Context: an optimization exercise on an open-source flow, tuned for small area, a short achievable clock period and few clock cycles per item. The choices shown serve that exercise and are no tape-out recipe. Function was checked by simulation only, so behaviour that the tests miss may differ from the original.

== the baseline ==
==> flow/design.v (excerpt) <==
module Reconstructor(
    input enable,
    input CLK,
    input reset,
    input [7:0]height,
    input [7:0]width,
    input Vector_sig,
    input [7:0]mv_x,
    input [7:0]addr_x,
    input [7:0]mv_y,
    input [7:0]addr_y,
    output Nxt_block_sig,
    input [1:0]data_type,
    output [15:0]Tindex,
    input [5:0]pdi,
    output [15:0]index,
    output we,
    output [8:0]datax_out,
    output [8:0]datay_out,
    output [5:0]pdo
    );
For scale: about 5600 um^2 of cells after synthesis.
clock: 11.0 ns
lec_check: 0
abc_clock_period_in_ps: 6000
cap_margin: 20
core_margin: 2
core_utilization: 40
cts_buf_list: sky130_fd_sc_hd__clkbuf_8
cts_cluster_size: 30
place_density: 0.6
setup_slack_margin: 4.8
slew_margin: 20
standard.sh (not shown) runs the stock make flow with config.mk's settings and CLKGATE_MAP_FILE= SYNTH_SCRIPT=/design/flow/synth_recipe.tcl, a recipe that flattens the netlist after the stock synthesis.
==> flow/flow/run.sh <==
#!/bin/bash
# Standard layout, with every port buffered by sky130_fd_sc_hd__buf_1 and a
# clock tree of clkbuf_8 without dummy loads.
set -euo pipefail
export BUFFER_PORTS_ARGS="-buffer_cell sky130_fd_sc_hd__buf_1"
export CTS_ARGS="-sink_clustering_enable -repair_clock_nets -dont_use_dummy_load -buf_list sky130_fd_sc_hd__clkbuf_8 -sink_clustering_size 30 -sink_clustering_max_diameter 150"
bash standard.sh > standard.log 2>&1
The baseline finished every step from synthesis to the final layout, and the layout passed the timing, design-rule and antenna checks.
Testbench counts of the baseline, summed over its fixed seeds: cycles 37,693, vectors 5,350.
Input-level comparison between the candidate and the baseline:
- SETUP_SLACK_MARGIN now 4.5, was 4.8
- ABC_CLOCK_PERIOD_IN_PS no longer set, was 6000
- ABC_AREA now 1, previously not set
From the baseline to the candidate, total iterations of the first detailed-routing run did not move at all. The candidate against the baseline; non-clock buffer count in the final layout is down by a few percent. A last element of the critical path of N[14]$_DFF_P_ is what the baseline shows, while N[13]$_DFF_P_ belongs to the candidate. Compared the candidate vs the baseline, and synthesized instance count is up in the candidate.

========
Reconstructor again, from the RTL that the note above started with.
clock: 11.0 ns
lec_check: 0
abc_clock_period_in_ps: 6000
cap_margin: 0
core_margin: 2
core_utilization: 40
cts_buf_list: sky130_fd_sc_hd__clkbuf_8
cts_cluster_size: 30
place_density: 0.6
setup_slack_margin: 4.9
slew_margin: 0
Scripts as last shown in full above: flow/flow/run.sh
Testbench counts at the start, summed over its fixed seeds: cycles 37,693, vectors 5,350.
Rerun with:
ABC_AREA = 1   (was not set)
ABC_CLOCK_PERIOD_IN_PS = not set   (was 6000)
CAP_MARGIN = 20   (was 0)
SLEW_MARGIN = 20   (was 0)
Area after synthesis drops by 0.56%; synthesized cell count came out higher by 15%; utilization rose by 0.48 points; hold slack is worse by 100 ps; routed wire length is higher by 3.1%; via count rose by 5.1%; sequential cell count does not change; cell area is higher by 0.69%; worst setup slack gains 20 ps.
Rerun with:
ABC_AREA = not set   (was 1)
ABC_CLOCK_PERIOD_IN_PS = 6000   (was not set)
TNS_END_PERCENT = 5   (was not set)
What happened: The new run finished with timing, DRC and antenna clean. Hold slack gets better by 110 ps. Count of clock-buffer cells in the layout does not change. Cell area drops by 0.93%. Sequential share of layout area rose by 0.20 points. Utilization shrinks by 0.59 points. Via count goes down by 5.0%. Die area came out higher by 0.54%. Register-to-register slack gets better by 220 ps. Final cell count drops by 11%.

========
== try-amber ==
Another version of the RTL of Reconstructor (not shown whole).
For scale: about 63 flip-flops.
Settings: LEC_CHECK=0, CAP_MARGIN=20, CORE_MARGIN=2, CORE_UTILIZATION=40, PLACE_DENSITY=0.6, SLEW_MARGIN=20; clock period 11.0 ns.
run.sh (not shown) runs the stock make flow with config.mk's settings and CLKGATE_MAP_FILE= SYNTH_SCRIPT=/design/flow/synth_recipe.tcl, a recipe that flattens the netlist after the stock synthesis.
Stock flow here: none of the scripts above is used.
Testbench counts of try-amber, summed over its fixed seeds: cycles 37,029, vectors 5,350.
#### Input delta (try-tundra over try-amber)
Settings: putting ABC_CLOCK_PERIOD_IN_PS at 6000 where nothing was set; putting SETUP_SLACK_MARGIN at 4.5 where nothing was set.
- Of try-tundra and try-amber, the run reporting the higher worst hold slack was try-amber.
- The via count of the first global-routing pass in try-amber is 0.938 times that in try-tundra.
- try-tundra contains more vias than try-amber.
- In try-tundra the multi-input logic portion of the cell area turned out 0.55 points higher than in try-amber.
- try-amber has a lower design area than try-tundra.
- Relative to try-amber, count of buffers not belonging to the clock network in the layout has increased by 47 in try-tundra.
- Latest clock arrival within the worst-skew pair delta (try-tundra -> try-amber): insignificant
- try-tundra packs its core tighter than try-amber.
- Compared with try-amber, try-tundra shows a global-route wire length before repair that is about 10% higher.
Inputs modified between try-tundra and try-harbor:
Settings: SETUP_SLACK_MARGIN: 4.5 -> 3.5.
[summary]
For clock insertion delay at the later pin of the skew report, try-tundra and try-harbor come out practically identical. Going from try-tundra to try-harbor, the clock buffer count in the final layout was found to have gone up by 1. Re setup TNS: no difference whatsoever between try-harbor and try-tundra. [try-harbor vs try-tundra] worst max-slew margin expressed relative to the limit: lower in try-harbor. The number of nets in the layout number comes out higher for try-tundra vs try-harbor. Relative to try-tundra, the global-route wire length before repair measured on try-harbor has decreased by a little under 10%. Comparing try-tundra and try-harbor, routed length on met2 is higher on try-tundra. Row final clock period utilization by the worst path: try-harbor higher / try-tundra lower. After detailed routing, try-tundra needs more wire than try-harbor. try-harbor gives less non-clock buffer count than try-tundra did. Fmax is lower on try-harbor.

========
Setup of v32:
The RTL this note starts from:
==> flow/design.v <==
module Reconstructor(
    input enable,
    input CLK,
    input reset,
    input [7:0]height,
    input [7:0]width,
    input Vector_sig,
    input [7:0]mv_x,
    input [7:0]addr_x,
    input [7:0]mv_y,
    input [7:0]addr_y,
    output Nxt_block_sig,
    input [1:0]data_type,
    output [15:0]Tindex,
    input [5:0]pdi,
    output [15:0]index,
    output we,
    output [8:0]datax_out,
    output [8:0]datay_out,
    output [5:0]pdo
    );
localparam IDLE = 3'd0, WAIT = 3'd1, S1 = 3'd2, RD0 = 3'd3, CMP = 3'd4, RD = 3'd5;
reg [2:0] state;
reg [15:0] I, N;          
reg jxN, jyN, nval;       
reg [4:0] preg;           
reg [1:0] btype;
wire [1:0] rx = mv_x[1:0], ry = mv_y[1:0];
reg hasx, hasy;
always @(posedge CLK) begin
  hasx <= |rx;
  hasy <= |ry;
end
function [4:0] oa;
  input jx, jy;
  input [1:0] rx, ry;
  reg [2:0] cx, cy;
  begin
    cx = jx ? {1'b0, rx} : (rx == 2'd0 ? 3'd4 : {1'b0, 2'd0 - rx});
    cy = jy ? {1'b0, ry} : (ry == 2'd0 ? 3'd4 : {1'b0, 2'd0 - ry});
    oa = cx * cy;
  end
endfunction
wire s_cmp = (state == CMP);
wire wr = s_cmp & ({1'b0, preg} > pdi);
wire last = ~nval;
wire bx = (state == RD0) ? 1'b0 : jxN;
wire by = (state == RD0) ? 1'b0 : jyN;
wire nx_v  = (~bx & hasx) | (~by & hasy);
wire nx_x  = ~bx & hasx;
wire nx_y  = (~bx & hasx) ? by : 1'b1;
wire tgt_x = (state == S1) ? 1'b0 : nx_x;
wire tgt_y = (state == S1) ? 1'b0 : nx_y;
wire tmode = (state == IDLE) | (state == WAIT) | (s_cmp & last);
reg [7:0] ry0, rx0;
always @(posedge CLK) begin
  ry0 <= addr_y + mv_y[7:2];
  rx0 <= addr_x + mv_x[7:2];
end
wire [7:0] op = tmode ? addr_y : ry0 + {7'd0, tgt_y};
wire [7:0] ax = tmode ? addr_x : rx0 + {7'd0, tgt_x};
wire [15:0] M = op * width + {8'd0, ax} + {8'hFF, ~width};
assign Nxt_block_sig = (state == WAIT) | (s_cmp & last & ~wr);
assign Tindex = I;
assign index = (s_cmp & ~wr) ? N : I;
assign we = wr;
assign pdo = {1'b0, preg};
assign datax_out = {1'b0, mv_x};
assign datay_out = {1'b0, mv_y};
always @(posedge CLK or posedge reset)
  if (reset)
    state <= IDLE;
  else
    case (state)
      IDLE: if (enable) state <= WAIT;
      WAIT: if (Vector_sig) state <= S1;
      S1:   state <= RD0;
      RD0:  state <= CMP;
      CMP:  if (last) state <= (~wr & Vector_sig) ? S1 : WAIT;
            else if (wr) state <= RD;
      RD:   state <= CMP;
      default: state <= IDLE;
    endcase
always @(posedge CLK) begin
  case (state)
    IDLE, WAIT, S1: I <= M;
    RD0: begin
      N <= M; nval <= nx_v; jxN <= nx_x; jyN <= nx_y;
      btype <= data_type;
      preg <= oa(1'b0, 1'b0, rx, ry) + {data_type, 2'b00};
    end
    CMP: if (last) I <= M;
         else begin
           I <= N;
           preg <= oa(jxN, jyN, rx, ry) + {btype, 2'b00};
           N <= M; nval <= nx_v; jxN <= nx_x; jyN <= nx_y;
         end
    default: ;
  endcase
end
endmodule
clock: 11.0 ns
lec_check: 0
abc_clock_period_in_ps: 6000
cap_margin: 20
core_margin: 2
core_utilization: 40
cts_buf_list: sky130_fd_sc_hd__clkbuf_8
cts_cluster_size: 30
place_density: 0.6
setup_slack_margin: 4.5
slew_margin: 20
standard.sh (not shown) runs the stock make flow with config.mk's settings and CLKGATE_MAP_FILE= SYNTH_SCRIPT=/design/flow/synth_recipe.tcl, a recipe that flattens the netlist after the stock synthesis.
==> flow/flow/run.sh <==
#!/bin/bash
# Standard layout, with every port buffered by sky130_fd_sc_hd__buf_2.
set -euo pipefail
export BUFFER_PORTS_ARGS="-buffer_cell sky130_fd_sc_hd__buf_2"
bash standard.sh > standard.log 2>&1
Testbench counts of v32, summed over its fixed seeds: cycles 37,029, vectors 5,350.
[inputs] v9 vs v32
==> flow/run.sh (new file) <==
#!/bin/bash
# synth_recipe.tcl (not shown) runs the flow's synth.tcl, then flattens the netlist and writes it again
# the make line also repeats each setting of config.mk as NAME=value (left out here)
make -C /OpenROAD-flow-scripts/flow DESIGN_CONFIG=/design/flow/config.mk WORK_HOME=/design/flow/orfs CLKGATE_MAP_FILE= SYNTH_SCRIPT=/design/flow/synth_recipe.tcl finish
removed: flow/flow/run.sh
removed: flow/standard.sh
- Having completed the whole flow, v9 delivered a layout that passed the timing, design-rule and antenna checks.
- v9 against v32: number of nets in the final layout went up by 19; number of antenna violations at the first check in global routing now smaller; met2 demand-to-capacity share in global routing went up.
- Looking at number of fill cells in the layout across v9 and v32, the one that comes out higher is v32.
The following lists how v51 was set up differently from v9:
==> flow/flow/run.sh (new file) <==
#!/bin/bash
# Standard layout, with every port buffered by sky130_fd_sc_hd__buf_1.
set -euo pipefail
export BUFFER_PORTS_ARGS="-buffer_cell sky130_fd_sc_hd__buf_1"
bash standard.sh > standard.log 2>&1
==> flow/standard.sh (new file) <==
#!/bin/bash
# synth_recipe.tcl (not shown) runs the flow's synth.tcl, then flattens the netlist and writes it again
# the make line also repeats each setting of config.mk as NAME=value (left out here)
make -C /OpenROAD-flow-scripts/flow DESIGN_CONFIG=/design/flow/config.mk WORK_HOME=/design/flow/orfs CLKGATE_MAP_FILE= SYNTH_SCRIPT=/design/flow/synth_recipe.tcl "${@:-finish}"
removed: flow/run.sh
Results
Compared with v9, in v51 maximum clock frequency -1.3 MHz, final cell count shows a reduction of 17, total number of vias moved down, routed wire length -9.5%, layout overhead on the synthesized area went down 15 points. Note that the first-iteration DRC count recorded for v51 amounts to 0.901 times the value seen in v9.

-- what the ideal ports hide --
In the flow no input, the clock included, has a driving cell. The finished layouts below were timed again as built, in two steps.
Step 1, drivers: a clkbuf_16 drives CLK and a buf_2 each remaining input, both assumed.
Step 2 times the ports against the registers' clock, not the clock port: input delays grow and output delays shrink by t, the midpoint of the rising clock arrivals with the driver on.
Slacks: ideal ports / drivers / drivers and shift; pairs: ideal ports / drivers.
run	t (ns)	setup slack, ns	hold WS [ns]	latest minus earliest clock arrival (ns)	slew at the worst register clock pin (ns)
the baseline	0.383	5.007 / 5.006 / 4.637	0.499 / 0.499 / 0.499	0.025 / 0.024	0.08 / 0.08
the candidate	0.385	4.767 / 4.776 / 4.391	0.395 / 0.395 / 0.395	0.023 / 0.022	0.07 / 0.07
the first run of note 2	0.388	5.060 / 5.045 / 4.689	0.492 / 0.492 / 0.492	0.020 / 0.020	0.07 / 0.07
the second run of note 2	0.388	5.080 / 5.086 / 4.699	0.388 / 0.388 / 0.388	0.027 / 0.027	0.07 / 0.07
the third run of note 2	0.389	5.023 / 5.000 / 4.678	0.498 / 0.498 / 0.498	0.020 / 0.020	0.07 / 0.07
try-amber	0.367	3.367 / 3.377 / 3.010	0.553 / 0.553 / 0.553	0.011 / 0.010	0.06 / 0.06
try-tundra	0.373	4.427 / 4.421 / 4.048	0.541 / 0.541 / 0.541	0.011 / 0.011	0.06 / 0.06
try-harbor	0.368	3.768 / 3.785 / 3.417	0.552 / 0.552 / 0.552	0.013 / 0.013	0.06 / 0.06
v32	0.393	4.520 / 4.518 / 4.125	0.540 / 0.540 / 0.540	0.010 / 0.010	0.08 / 0.08
v9	0.404	4.487 / 4.477 / 4.073	0.545 / 0.545 / 0.545	0.022 / 0.021	0.09 / 0.09
v51	0.388	4.432 / 4.432 / 4.045	0.546 / 0.546 / 0.546	0.015 / 0.015	0.07 / 0.07
After both steps every run listed still meets setup and hold. For v9, which loses most, drivers alone change the setup slack by -0.010 ns; drivers and shift together by -0.414 ns.
